This design comes from an exercise in tuning for small area and a short achievable clock period on the open sky130 flow, not from production work.
Function was not checked in any run shown here: the RTL went through the layout flow alone.

==> flow/design.v, too long to show whole: its modules and the start of the top module <==
// module adaptive_filter: 380 lines
module adaptive_filter(
    input wire clk,
    input wire rst_n,
    input wire [31:0] input_signal,
    input wire [31:0] desired_signal,
    output wire [31:0] filtered_signal
);
  // ...
==> flow/flow/run.sh <==
#!/bin/bash
# Own layout flow: the standard flow (standard.sh) with three changes:
# 1. The synthesis skips the generic 'abc -fast' pass that Yosys's synth runs
#    before ORFS extracts full/half adders, so the adder trees written in the
#    RTL reach extract_fa as written; ABC still maps all remaining logic at
#    the end, as in the standard flow. Registers and their names are the
#    standard synthesis's.
# 2. Each input and output port gets a plain sky130_fd_sc_hd__buf_2 as its
#    port buffer (the standard flow picks clkdlybuf4s50_1, a slower and
#    larger delay cell). Every port is still buffered.
# 3. Clock tree synthesis runs with ORFS's usual arguments plus
#    -dont_use_dummy_load (no extra load cells hung on the clock tree).
set -euo pipefail
cd "$(dirname "$0")/.."
sed '1s/.*/proc synth {args} { if {[lsearch -exact $args fine:] >= 0} { yosys synth -nofsm -noshare -noabc {*}$args } else { yosys synth -nofsm -noshare {*}$args } }/' \
  synth_recipe.tcl > own_synth.tcl
sed -e 's#synth_recipe\.tcl#own_synth.tcl#g' \
    -e 's#^make \(.*\) "\${@:-finish}"$#make \1 "BUFFER_PORTS_ARGS=-buffer_cell sky130_fd_sc_hd__buf_2" "CTS_ARGS=-sink_clustering_enable -repair_clock_nets -dont_use_dummy_load" "${@:-finish}"#' \
  standard.sh > own_standard.sh
bash own_standard.sh finish > own_flow.log 2>&1
==> flow/standard.sh <==
#!/bin/bash
# synth_recipe.tcl (not shown) runs the flow's synth.tcl, then flattens the netlist and writes it again
# the make line also repeats each setting of config.mk as NAME=value (left out here)
make -C /OpenROAD-flow-scripts/flow DESIGN_CONFIG=/design/flow/config.mk WORK_HOME=/design/flow/orfs CLKGATE_MAP_FILE= SYNTH_SCRIPT=/design/flow/synth_recipe.tcl "${@:-finish}"
==> flow/config.mk <==
export PLATFORM = sky130hd
export DESIGN_NAME = adaptive_filter
export DESIGN_NICKNAME = adaptive_filter
export VERILOG_FILES = /design/flow/design.v
export SDC_FILE = /design/flow/constraint.sdc
export NUM_CORES = 4
export LEC_CHECK = 0
export CAP_MARGIN = 20
export CORE_MARGIN = 2
export CORE_UTILIZATION = 55
export SETUP_SLACK_MARGIN = 3.5
export SLEW_MARGIN = 20
==> flow/constraint.sdc <==
create_clock -name core_clock -period 7.5 [get_ports {clk}]
set_input_delay 1.5000 -clock core_clock [delete_from_list [all_inputs] [get_ports {clk}]]
set_output_delay 1.5000 -clock core_clock [all_outputs]
set_load 0.01 [all_outputs]
==> impl_results.md, run 1 <==
* Post-synth cell types at 68
* RePlAce Congestion at 0.880
* Clock Tree Buf Depth at 3
* FFs & Latches at 283
* Setup Skew at 0.0696 ns
* Syn Std Cell Area at 17400 µm²
* Area leader, netlist: dfxtp_1
* Multi-input logic area at 11200 µm²
* Setup TNS at 0 ns
* Proportion of layout cells with a drive suffix above 1 at 24.1%
* Maxcap violations at 0
* Final #Nets at 1903
* Req. time, crit path at 7.91 ns
* Multi-In Gates at 1097
* Total CTS buffers at 31
* Asr flop ratio synth at 23.3%
* Core box area at 31300 µm²
* Final HPWL DP at 30000 µm
* CTS tree: built
* Compound-Gate Fraction of Synth Area at 14.9%
* Initial DRT Pass Iterations at 5
* Critical-path top delay cell: or3_1
* Finished Layout Cells at 1977
* Status: timing/DRC/antenna clean
* Site row count at 65
* Worst path bufs/invs at 5
* Nonclk buf count at 125
==> run 2, diff against run 1 <==
--- a/flow/design.v
+++ b/flow/design.v
@@ -11,17 +11,18 @@
 reg [14:0] e5;       
 reg [14:0] cnh;      
 reg [30:0] ps, pb;   
 reg [30:0] fh;       
 reg [3:0]  cnt;      
 reg        st;       
 assign filtered_signal = {fh, 1'b0};
 wire ev = cnt[3] | (cnt[2:0] == 3'd7);
-wire [14:0] e = desired_signal[14:0] - {fh[13:0], 1'b0};
+wire [14:0] F = {fh[13:0], 1'b0};
+wire [14:0] H = ~F + ~{F[12:0], 2'b00} + 15'd2;
 wire es1_0 = e5[0] & ~e5[1];
 wire es2_0 = ~e5[0] & e5[1];
 wire es3_0 = e5[0] & e5[1];
 wire es1_1 = e5[2] & ~e5[3];
 wire es2_1 = ~e5[2] & e5[3];
 wire es3_1 = e5[2] & e5[3];
 wire es1_2 = e5[4] & ~e5[5];
 wire es2_2 = ~e5[4] & e5[5];
@@ -348,16 +349,44 @@
 wire tp_187 = ((cnh[14] & d6[13])) ^ tp_139 ^ tp_138;
 wire tp_188 = (((cnh[14] & d6[13])) & tp_139) | (tp_138 & (((cnh[14] & d6[13])) ^ tp_139));
 wire tp_189 = ((cs2_6 & d6[15]) | (cs3_6 & t6[16])) ^ ((cnh[14] & d6[14])) ^ tp_140;
 wire tp_190 = (((cs2_6 & d6[15]) | (cs3_6 & t6[16])) & ((cnh[14] & d6[14]))) | (tp_140 & (((cs2_6 & d6[15]) | (cs3_6 & t6[16])) ^ ((cnh[14] & d6[14]))));
 wire tp_191 = ((cs3_6 & t6[17])) ^ ((cnh[14] & d6[15]));
 wire tp_192 = ((cs3_6 & t6[17])) & ((cnh[14] & d6[15]));
 wire [30:0] psa = {tp_192, tp_191, tp_189, tp_187, tp_184, tp_182, tp_181, tp_178, tp_176, tp_174, tp_172, tp_170, tp_168, tp_166, tp_164, tp_162, tp_160, tp_158, tp_156, tp_154, tp_152, tp_150, tp_148, tp_146, tp_144, tp_142, ((cs1_2 & d6[0]) | (cs3_2 & t6[0])), ((cs1_0 & d6[3]) | (cs2_0 & d6[2]) | (cs3_0 & t6[3])), ((cs1_0 & d6[2]) | (cs2_0 & d6[1]) | (cs3_0 & t6[2])), ((cs1_0 & d6[1]) | (cs2_0 & d6[0]) | (cs3_0 & t6[1])), ((cs1_0 & d6[0]) | (cs3_0 & t6[0]))};
 wire [30:0] psb = {1'b0, tp_190, tp_188, tp_186, tp_185, tp_183, tp_180, tp_179, tp_177, tp_175, tp_173, tp_171, tp_169, tp_167, tp_165, tp_163, tp_161, tp_159, tp_157, tp_155, tp_153, tp_151, tp_149, tp_147, tp_145, tp_143, tp_141, ((cs1_1 & d6[1]) | (cs2_1 & d6[0]) | (cs3_1 & t6[1])), ((cs1_1 & d6[0]) | (cs3_1 & t6[0])), 1'b0, 1'b0};
+wire te_1 = desired_signal[2] ^ desired_signal[0];
+wire te_2 = desired_signal[2] & desired_signal[0];
+wire te_3 = desired_signal[3] ^ desired_signal[1] ^ H[3];
+wire te_4 = (desired_signal[3] & desired_signal[1]) | (H[3] & (desired_signal[3] ^ desired_signal[1]));
+wire te_5 = desired_signal[4] ^ desired_signal[2] ^ H[4];
+wire te_6 = (desired_signal[4] & desired_signal[2]) | (H[4] & (desired_signal[4] ^ desired_signal[2]));
+wire te_7 = desired_signal[5] ^ desired_signal[3] ^ H[5];
+wire te_8 = (desired_signal[5] & desired_signal[3]) | (H[5] & (desired_signal[5] ^ desired_signal[3]));
+wire te_9 = desired_signal[6] ^ desired_signal[4] ^ H[6];
+wire te_10 = (desired_signal[6] & desired_signal[4]) | (H[6] & (desired_signal[6] ^ desired_signal[4]));
+wire te_11 = desired_signal[7] ^ desired_signal[5] ^ H[7];
+wire te_12 = (desired_signal[7] & desired_signal[5]) | (H[7] & (desired_signal[7] ^ desired_signal[5]));
+wire te_13 = desired_signal[8] ^ desired_signal[6] ^ H[8];
+wire te_14 = (desired_signal[8] & desired_signal[6]) | (H[8] & (desired_signal[8] ^ desired_signal[6]));
+wire te_15 = desired_signal[9] ^ desired_signal[7] ^ H[9];
+wire te_16 = (desired_signal[9] & desired_signal[7]) | (H[9] & (desired_signal[9] ^ desired_signal[7]));
+wire te_17 = desired_signal[10] ^ desired_signal[8] ^ H[10];
+wire te_18 = (desired_signal[10] & desired_signal[8]) | (H[10] & (desired_signal[10] ^ desired_signal[8]));
+wire te_19 = desired_signal[11] ^ desired_signal[9] ^ H[11];
+wire te_20 = (desired_signal[11] & desired_signal[9]) | (H[11] & (desired_signal[11] ^ desired_signal[9]));
+wire te_21 = desired_signal[12] ^ desired_signal[10] ^ H[12];
+wire te_22 = (desired_signal[12] & desired_signal[10]) | (H[12] & (desired_signal[12] ^ desired_signal[10]));
+wire te_23 = desired_signal[13] ^ desired_signal[11] ^ H[13];
+wire te_24 = (desired_signal[13] & desired_signal[11]) | (H[13] & (desired_signal[13] ^ desired_signal[11]));
+wire te_25 = desired_signal[14] ^ desired_signal[12] ^ H[14];
+wire te_26 = (desired_signal[14] & desired_signal[12]) | (H[14] & (desired_signal[14] ^ desired_signal[12]));
+wire [14:0] esa = {te_24, te_22, te_20, te_18, te_16, te_14, te_12, te_10, te_8, te_6, te_4, te_2, H[2], desired_signal[1], desired_signal[0]};
+wire [14:0] esb = {te_25, te_23, te_21, te_19, te_17, te_15, te_13, te_11, te_9, te_7, te_5, te_3, te_1, H[1], H[0]};
 always @(posedge clk) begin
     d0 <= input_signal[15:0];
     d1 <= d0; d2 <= d1; d3 <= d2; d4 <= d3; d5 <= d4; d6 <= d5;
     t6 <= {2'b00, d5} + {1'b0, d5, 1'b0};
     d7 <= d6[14:0];
     t7 <= t6[14:0];
     ps <= psa;
     pb <= psb;
@@ -367,14 +396,14 @@
         cnt <= 4'd0;
         st  <= 1'b0;
         e5  <= 15'd0;
         cnh <= 15'd0;
         fh  <= 31'd0;
     end else begin
         if (!cnt[3]) cnt <= cnt + 4'd1;
         st  <= 1'b1;
-        e5  <= ev ? e + {e[12:0], 2'b00} : 15'd0;
+        e5  <= ev ? esa + esb : 15'd0;
         cnh <= usa + usb;
         fh  <= st ? fh + ps + pb : 31'd0;
     end
 end
 endmodule
==> impl_results.md, run 2 <==
* Status: timing/DRC/antenna clean
* Post-synth EDFFs at 0
* Setup CP Type: register to register
* Worst-Skew Late Latency at 0.58 ns
* Final setup margin at 3.58 ns
* WP data arrival at 4.37 ns
* Initial DRT Pass Iterations at 5 (unchanged)
* Die ar. at 33600 µm²
* Final core utilization at 62.4%
* Total GRT Usage at 26.9%
* Syn_nets at 1835
* Max Freq at 255 MHz
* Routed Antenna Nets at 0
* GR Overflow Total at 0
* CTS tree: built
* Worst Tran Pin Value at 1.05 ns
* Die height at 183 µm
* Mapped Cells at 1486
* Reg2reg setup slack at 3.58 ns
* Final #Nets at 1905 (+0.11%)
* IO buf count at 63
* Fin. Hold Viols at 0
* Clock Tree Buf Depth at 3 (unchanged)
* Proportion of layout cells with a drive suffix above 1 at 25.4% (+1.2 points)
* Syn Std Cell Area at 17700 µm² (+1.6%)
* Clock Sinks at 283
* Sequential area share after synthesis at 34.0%
* Worst Setup EP: cnh[13]
* Cell count of the worst reg-to-reg path at 13
* Post-synth cell types at 64 (-5.9%)
* Io pins at 98
* DR vias/cell at 6.04
* Global-route wire length before repair at 70100 µm
* Top Registers: fh: 31 flops, ps: 31 flops, pb: 28 flops
* Req. time, crit path at 7.95 ns (+0.04 ns)
* Initial drt markers at 708
* Most frequent cells in the layout: 217 x dfxtp_1, 160 x mux2_2, 159 x fa_1
* Clk slew on worst S/H paths at 0.06 ns
* RR Endpoint: cnh[13]
* Final setup fails at 0
* Finished Layout Cells at 1957 (-1.0%)
* Root Buffer: clkbuf_16
* CP startpoint kind: register
* Initial Util at 56.0%
* Number of synthesized register bits at 283
* Asr flop ratio synth at 23.3% (unchanged)
* Top-count cell post-synth: dfxtp_1
* Final min period at 3.92 ns
* Total CTS buffers at 31 (unchanged)
* Routed vias at 11800
* Core box area at 31600 µm² (+0.78%)
* # placed instances at 1890
* Worst hold path class: register to register
* Synth top area share at 24.6%
* Most common cell after layout, fill and taps aside: dfxtp_1
* Synth top cells by count: 217 x dfxtp_1, 162 x fa_1, 160 x mux2_2, 154 x a22o_1, 121 x ha_1
* Mean Syn Cell Area at 11.9 µm²
* RePlAce Congestion at 0.892 (+1.4%)
* Setup TNS at 0 ns (unchanged)
* Tcrit/Tclk final at 52.3%
* Initial antenna violation count at 1
* Top_reg_cell synth: dfxtp_1
* RSZ-0062 raised after global routing: true
* Crit path max fanout at 5
* Vias in the first global route at 12500
* Slew HR at 30.3%
* Maxcap violations at 0 (unchanged)
* Site row count at 65 (unchanged)
* Final HPWL DP at 30600 µm (+1.9%)
* DR DRC count at 0
* Worst R2R Start: e5[3]
* Die width at 183 µm
* Max-slew violations at 0
* Largest net degree at the start of global routing at 67
* Crit path from: e5[3]
* Total number of yosys warnings at 1
* Crit path capture type: register
* WL final at 43900 µm
* Setup Skew at 0.0649 ns (-0.00476 ns)
* WL per Instance at 22.5 µm
* Synth area leaders: dfxtp_1 25%, fa_1 18%, mux2_2 10%
* H-tree Lvls at 1
* Area leader, netlist: dfxtp_1
* P&R area growth vs syn at 11.4%
* Pre-CTS setup slack at 2.80 ns
-- run 2: changes by cell type in the layout (fill, tap and decap cells not counted), moves of 6 or more --
cell / delta
buf_4: -7
dfrtp_2: +6
o21a_1: -6
xnor2_1: +14
dfrtp_1: -7
fa_1: +13
and2_1: +21
ha_4: +6
a21oi_2: +15
mux2i_1: -6
a21oi_1: -9
nand2_1: -11
nor2_1: -28
-- run 2: timing repair --
item / 4_1_cts / 5_1_grt
gates resized for setup: 21 / 47
setup endpoints to repair: 11 / 6
hold buffers: 0 / 0
setup buffers: 9 / 26
pin swaps: 8 / 28
endpoints found under the hold margin: 0 / 0
-- run 2: final cells by class --
class                           count  area (µm²)
Fill cell                        2544       11900
Multi-Input combinational cell   1086       11500
Sequential cell                   283        6020
Clock buffer                       31         776
Timing Repair Buffer              118         738
Tap cell                          402         503
Inverter                           36         135
Antenna cell                        1        2.50
-- run 2: critical path: stages, from the launching register on --
cell	delay, ns
dfrtp_2	0.42
buf_4	0.14
mux2_2	0.32
a22o_1	0.20
fa_1	0.46
fa_1	0.51
fa_1	0.58
ha_4	0.22
or2_2	0.33
o31ai_2	0.08
a21oi_2	0.07
a21o_1	0.20
a21oi_2	0.16
xnor2_1	0.14
-- run 2: worst min-delay path by stage --
| stage | startpoint | end | slack, ns | cells past startpoint |
|---|---|---|---|---|
| floorplan | d0[0] | d1[0] | 0.31 | 0 |
| global placement | d0[2] | d1[2] | 0.31 | 0 |
| detailed placement | d0[6] | d1[6] | 0.31 | 0 |
| CTS | d3[3] | d4[3] | 0.32 | 0 |
| global route | d0[6] | d1[6] | 0.33 | 0 |
| finish | d3[3] | d4[3] | 0.31 | 0 |
-- run 2: kinds of logic (layout without fill, tap and decap cells) --
group,Yosys count,count (layout),share of synthesized area (%)
simple gates,221,221,6.86
fa+ha+maj,283,283,26.9
compound gates,317,317,14.2
mux,170,170,10.8
flops,283,283,34.0
xor+xnor,93,93,4.61
other cells,2,3,0.0425
buf+inv,117,185,2.56
-- run 2: metal layers --
layer	global-route usage, %	part of all wire (%)	up-vias
met3	3.18	5.6	87
met5	0	0	-
li1	-	-	5393
met4	6.11	2.5	0
met1	37.5	45	5960
met2	45.2	47	388
-- run 2: metrics by stage --
| step | hold WS (ns) | instance area, µm² |
|---|---|---|
| after floorplan | 0.310 | 17700 |
| after global placement | 0.310 | 18300 |
| after detailed placement | 0.312 | 18300 |
| after CTS | 0.318 | 19300 |
| after global routing | 0.325 | 19700 |
| final | 0.314 | 19700 |
==> run 3, diff against run 2 <==
--- a/flow/config.mk
+++ b/flow/config.mk
@@ -9,4 +9,4 @@
 export CORE_MARGIN = 2
 export CORE_UTILIZATION = 55
-export SETUP_SLACK_MARGIN = 3.5
+export SETUP_SLACK_MARGIN = 3.3
 export SLEW_MARGIN = 20
==> impl_results.md, run 3 <==
* Clock Tree Buf Depth at 3 (unchanged)
* Core box area at 31600 µm² (unchanged)
* Worst hold path class: register to register
* Post-synth EDFFs at 0 (unchanged)
* Root Buffer: clkbuf_16
* Site row count at 65 (unchanged)
* DR DRC count at 0 (unchanged)
* Asr flop ratio synth at 23.3% (unchanged)
* Synth top area share at 24.6% (unchanged)
* Multi-input logic area at 11300 µm² (-2.0%)
* Final min period at 4.03 ns (+0.111 ns)
* Mapped Cells at 1486 (unchanged)
* Initial Util at 56.0% (unchanged)
* Worst-Skew Late Latency at 0.59 ns (about the same)
* CP startpoint kind: register
* Most common cell after layout, fill and taps aside: dfxtp_1
* Tcrit/Tclk final at 53.8% (+1.5 points)
* Vias in the first global route at 12500 (-0.25%)
* Register area at 6010 µm² (-0.10%)
* Finished Layout Cells at 1935 (-1.1%)
* Routed Antenna Nets at 0 (unchanged)
* RePlAce Congestion at 0.921 (+3.2%)
* Io pins at 98 (unchanged)
* Die width at 183 µm (unchanged)
* Final #Nets at 1884 (-1.1%)
* Syn Std Cell Area at 17700 µm² (unchanged)
* P&R area growth vs syn at 9.03%
* Proportion of layout cells with a drive suffix above 1 at 21.7% (-3.6 points)
* Total CTS buffers at 30 (-3.2%)
* Post-synth cell types at 64 (unchanged)
* Total GRT Usage at 26.8% (-0.15 points)
* Max Freq at 248 MHz (-2.8%)
* Fillers at 2621 (+3.0%)
* Worst Tran Pin Value at 0.944 ns (-0.102 ns)
* Initial DRT Pass Iterations at 5 (unchanged)
* WP data arrival at 4.45 ns (+0.08 ns)
* Mean Syn Cell Area at 11.9 µm² (unchanged)
* Req. time, crit path at 7.91 ns (-0.04 ns)
* DR vias/cell at 6.04 (about the same)
* Clock Sinks at 283 (unchanged)
* Worst hold start: d3[7]
* Initial drt markers at 641 (-9.5%)
* Top Registers: fh: 31 flops, ps: 31 flops, pb: 28 flops
* WL per Instance at 22.5 µm (about the same)
* # placed instances at 1892 (+0.11%)
* Worst R2R Start: e5[3]
* Syn_nets at 1835 (unchanged)
* H-tree Lvls at 1 (unchanged)
* Crit path from: e5[3]
* Number of synthesized register bits at 283 (unchanged)
* Crit path max fanout at 11 (+6)
* Die height at 183 µm (unchanged)
* RSZ-0062 raised after global routing: false
* WL final at 43500 µm (-1.0%)
* Max-slew violations at 0 (unchanged)
* Setup CP Type: register to register
* Maxcap violations at 0 (unchanged)
* Routed vias at 11700 (-1.2%)
* IO buf count at 63 (unchanged)
* Synth top cells by count: 217 x dfxtp_1, 162 x fa_1, 160 x mux2_2, 154 x a22o_1, 121 x ha_1
* Crit path capture type: register
* Sequential area share after synthesis at 34.0% (unchanged)
* Final HPWL DP at 30900 µm (+1.1%)
* Area leader, netlist: dfxtp_1
* # diodes at 0 (-1)
* Final setup fails at 0 (unchanged)
* Top_reg_cell synth: dfxtp_1
* GR Overflow Total at 0 (unchanged)
* Slew HR at 37.1% (+6.8 points)
* Setup Skew at 0.0642 ns (-0.000663 ns)
* Setup TNS at 0 ns (unchanged)
* Clk slew on worst S/H paths at 0.05 ns (about the same)
* Fin. Hold Viols at 0 (unchanged)
* Top-count cell post-synth: dfxtp_1
* Synth area leaders: dfxtp_1 25%, fa_1 18%, mux2_2 10%
* Status: timing/DRC/antenna clean
* Total number of yosys warnings at 1 (unchanged)
* Initial antenna violation count at 1 (unchanged)
* Global-route wire length before repair at 69100 µm (-1.4%)
* Most frequent cells in the layout: 217 x dfxtp_1, 162 x fa_1, 160 x mux2_2
* Largest net degree at the start of global routing at 67 (unchanged)
* Reg2reg setup slack at 3.47 ns (-0.11 ns)
* CTS tree: built
* Die ar. at 33600 µm² (unchanged)
[run 3: cell counts after synthesis]
No cell type changed its count.
[run 3: logic make-up after synthesis]
family | Yosys count | share of synthesized area [%]
DFF | 283 | 34.0
xor gates and xnor gates | 93 | 4.61
and+or+nand+nor | 221 | 6.86
buffers and inverters | 117 | 2.56
adders and majority gates | 283 | 26.9
AOI/OAI and AO/OA | 317 | 14.2
other | 2 | 0.0425
muxes | 170 | 10.8
[run 3: worst paths after layout]
check                           cells past startpoint  endpoint
worst max-delay path                               11   cnh[14]
worst min-delay path                                0     d4[7]
worst max register to register                     11   cnh[14]
worst min register to register                      0     d4[7]
max in group asynchronous                           2     e5[1]
min in group asynchronous                           2    fh[10]
[run 3: worst max-delay path, cell delays in order, from the launching register on]
cell and delay, ns:
dfrtp_2 0.50, buf_4 0.17, mux2_2 0.32, a22o_1 0.19, fa_1 0.46, fa_1 0.45
fa_1 0.55, fa_1 0.44, ha_1 0.34, a21o_1 0.19, a31o_1 0.19, xnor2_1 0.12
[run 3: per-layer routing]
metal / part of all wire (%) / vias up / GRT usage, % / routed length (µm)
met5: 0 / - / 0 / 0
li1: - / 5355 / - / -
met1: 45 / 5881 / 36.1 / 19400
met3: 5.3 / 89 / 3.81 / 2320
met4: 3.0 / 0 / 8.22 / 1310
met2: 47 / 363 / 44.8 / 20400
[run 3: per-stage QoR]
stage,hold WS (ns),utilization [%],setup slack (ns),area [µm²]
2_1_floorplan,0.310,-,3.35,17700
3_3_place_gp,0.310,58.1,2.87,18300
3_5_place_dp,0.312,58.1,2.79,18300
4_1_cts,0.320,60.6,3.32,19100
5_1_grt,0.325,61.0,3.29,19300
6_report,0.314,61.0,3.47,19300
[run 3: timing repair]
action,4_1_cts,5_1_grt
setup buffers,1,12
hold buffers,0,0
gates resized for setup,10,13
pin swaps,1,5
endpoints found under the setup margin,8,5
[run 3: cell type report]
cell class | instances | area share, %
multi-input combinational | 1086 | 58.6
sequential | 283 | 31.2
clock buffer | 30 | 3.90
timing repair buffer | 98 | 3.00
tap | 402 | 2.61
inverter | 36 | 0.702
==> run 4, diff against run 3 <==
--- a/flow/config.mk
+++ b/flow/config.mk
@@ -9,4 +9,4 @@
 export CORE_MARGIN = 2
 export CORE_UTILIZATION = 55
-export SETUP_SLACK_MARGIN = 3.3
+export SETUP_SLACK_MARGIN = 3.7
 export SLEW_MARGIN = 20
==> impl_results.md, run 4 <==
* Hold-fix buffers, CTS at 0 (unchanged)
* Final setup fails at 0 (unchanged)
* RePlAce Congestion at 0.891 (-3.2%)
* Slew HR at 27.7% (-9.4 points)
* WL final at 43800 µm (+0.76%)
* Global-route wire length before repair at 69100 µm (about the same)
* Worst hold start: d4[10]
* Proportion of layout cells with a drive suffix above 1 at 26.7% (+4.9 points)
* Worst Tran Pin Value at 1.08 ns (+0.141 ns)
* Clock Tree Buf Depth at 3 (unchanged)
* Clock Sinks at 283 (unchanged)
* Largest net degree at the start of global routing at 67 (unchanged)
* Mean Syn Cell Area at 11.9 µm² (unchanged)
* Total CTS buffers at 30 (unchanged)
* Initial Util at 56.0% (unchanged)
* H-tree Lvls at 1 (unchanged)
* IO buf count at 63 (unchanged)
* Pre-CTS setup slack at 2.78 ns (-0.0165 ns)
* Req. time, crit path at 7.91 ns (about the same)
* CTS tree: built
* WL per Instance at 22.5 µm (about the same)
* Final min period at 3.89 ns (-0.143 ns)
* Tcrit/Tclk final at 51.9% (-1.9 points)
* Die height at 183 µm (unchanged)
* Crit path max fanout at 7 (-4)
* Site row count at 65 (unchanged)
* Final #Nets at 1900 (+0.85%)
* WP data arrival at 4.30 ns (-0.15 ns)
* Total GRT Usage at 26.5% (-0.26 points)
* Initial drt markers at 753 (+17%)
* Post-synth cell types at 64 (unchanged)
* Final setup margin at 3.61 ns (+0.143 ns)
* Syn Std Cell Area at 17700 µm² (unchanged)
* Area leader, netlist: dfxtp_1
* Hold Crit Endpoint: d5[10]
* Syn_nets at 1835 (unchanged)
* CP startpoint kind: register
* DR vias/cell at 6.06 (+0.28%)
* Io pins at 98 (unchanged)
* Top_reg_cell synth: dfxtp_1
* Synth top cells by count: 217 x dfxtp_1, 162 x fa_1, 160 x mux2_2, 154 x a22o_1, 121 x ha_1
* Sequential area share after synthesis at 34.0% (unchanged)
* Synth area leaders: dfxtp_1 25%, fa_1 18%, mux2_2 10%
* Initial antenna violation count at 1 (unchanged)
* Initial DRT Pass Iterations at 5 (unchanged)
* Routed vias at 11800 (+1.1%)
* GR Overflow Total at 0 (unchanged)
* Cell count of the worst reg-to-reg path at 12 (+1)
* Reg2reg setup slack at 3.61 ns (+0.14 ns)
* Worst R2R Start: e5[3]
* Setup CP Type: register to register
* Vias in the first global route at 12400 (-0.78%)
* Clk slew on worst S/H paths at 0.06 ns (about the same)
* Mapped Cells at 1486 (unchanged)
* RSZ-0062 raised after global routing: true
* Worst-Skew Late Latency at 0.57 ns (-0.02 ns)
* Max-slew violations at 0 (unchanged)
* P&R area growth vs syn at 12.4%
* Hold Path Depth at 0 (unchanged)
* Routed Antenna Nets at 0 (unchanged)
* Top Registers: fh: 31 flops, ps: 31 flops, pb: 28 flops
* Number of synthesized register bits at 283 (unchanged)
* Setup Skew at 0.0513 ns (-0.0129 ns)
* Maxcap violations at 0 (unchanged)
* Total number of yosys warnings at 1 (unchanged)
* Most frequent cells in the layout: 217 x dfxtp_1, 159 x mux2_2, 159 x fa_1
* # diodes at 0 (unchanged)
* Post-synth EDFFs at 0 (unchanged)
* Max Freq at 257 MHz (+3.7%)
* Root Buffer: clkbuf_16
* Crit path capture type: register
* DR DRC count at 0 (unchanged)
* Die ar. at 33600 µm² (unchanged)
* Setup TNS at 0 ns (unchanged)
* Worst hold path class: register to register
* Most common cell after layout, fill and taps aside: dfxtp_1
* Core box area at 31600 µm² (unchanged)
* RR Endpoint: cnh[14]
* Synth top area share at 24.6% (unchanged)
* Die width at 183 µm (unchanged)
* Asr flop ratio synth at 23.3% (unchanged)
* Status: timing/DRC/antenna clean
* Final HPWL DP at 30400 µm (-1.6%)
* Top-count cell post-synth: dfxtp_1
* Fin. Hold Viols at 0 (unchanged)
[run 4: cell counts after synthesis]
Identical to the previous run, type by type.
[run 4: worst max-delay path by stage]
stage,slack (ns),cells past startpoint,end,from
global placement,2.83,11,cnh[14],e5[1]
finish,3.61,12,cnh[14],e5[3]
detailed placement,2.78,11,cnh[14],e5[1]
floorplan,3.68,12,cnh[14],e5[1]
CTS,3.62,13,cnh[13],e5[3]
global route,3.46,17,e5[13],fh[2]
[run 4: timing repair]
item / in CTS / in global routing
buffers inserted: 23 / 7
pin swaps: 16 / 27
setup endpoints to repair: 13 / 8
gates cloned: 0 / 1
resized for setup: 46 / 49
[run 4: kinds of logic after synthesis]
logic type	Yosys count	synth area share [%]
xor gates and xnor gates	93	4.61
buffers and inverters	117	2.56
and+or+nand+nor	221	6.86
DFF	283	34.0
other	2	0.0425
adders and majority gates	283	26.9
muxes	170	10.8
AOI/OAI and AO/OA	317	14.2
[run 4: final cells by class]
class                           instances  area, µm²
Clock buffer                           30        751
Tap cell                              402        503
Inverter                               36        135
Multi-Input combinational cell       1086      11700
Fill cell                            2537      11700
Sequential cell                       283       6010
Timing Repair Buffer                  114        744
[run 4: metrics by stage]
| step | utilization (%) | cell area [µm²] | instances | hold slack [ns] |
|---|---|---|---|---|
| after floorplan | - | 17700 | 1486 | 0.310 |
| after global placement | 58.1 | 18300 | 1890 | 0.309 |
| final | 62.9 | 19800 | 1951 | 0.296 |
| after CTS | 61.8 | 19500 | 1943 | 0.291 |
| after global routing | 62.9 | 19800 | 1951 | 0.310 |
| after detailed placement | 58.1 | 18300 | 1890 | 0.312 |
[run 4: worst max-delay path: stages, from the launching register on]
cell and delay (ns):
dfrtp_2 0.45, buf_12 0.15, nor2b_4 0.15, buf_6 0.14
a22o_1 0.23, fa_1 0.45, fa_2 0.38, fa_1 0.47
fa_1 0.57, ha_4 0.22, a21o_1 0.19, a31o_1 0.20
xnor2_1 0.12
[run 4: per-layer routing]
metal  up-vias  part of all wire (%)  global-route usage [%]  wire length [µm]
met3        74                   5.4                    3.12              2350
met4         0                   2.2                    6.91               966
li1       5393                     -                       -                 -
met2       367                    47                    44.5             20700
met5         -                     0                       0                 0
met1      5984                    45                    36.6             19900

-- afterwards: timing with drivers on the ports --
No port has a modelled driver above. Below, the same layouts with a new extraction and two added sets of constraints. Step 1: set_driving_cell puts a clkbuf_16 on clk and a buf_2 on each other input, an assumption about the parent block. Step 2 times the ports against the registers' clock, not the clock port: input delays grow and output delays shrink by t, the midpoint of the rising clock arrivals with the driver on. Slacks: ideal / step 1 / step 2; pairs: ideal / step 1.
run	t, ns	setup WS [ns]	worst hold slack (ns)	clock arrival spread, ns	cell pins on the clock port's net
run 1	0.606	3.228 / 3.252 / 2.646	0.318 / 0.318 / 0.318	0.072 / 0.072	1
run 2	0.601	3.577 / 3.577 / 3.098	0.314 / 0.314 / 0.314	0.065 / 0.065	1
run 3	0.614	3.466 / 3.466 / 3.173	0.314 / 0.314 / 0.314	0.064 / 0.064	1
run 4	0.596	3.609 / 3.609 / 3.247	0.296 / 0.296 / 0.296	0.051 / 0.052	1
After both steps every run listed still meets setup and hold. For run 1, which loses most, drivers alone change the setup slack by +0.024 ns; drivers and shift together by -0.582 ns.
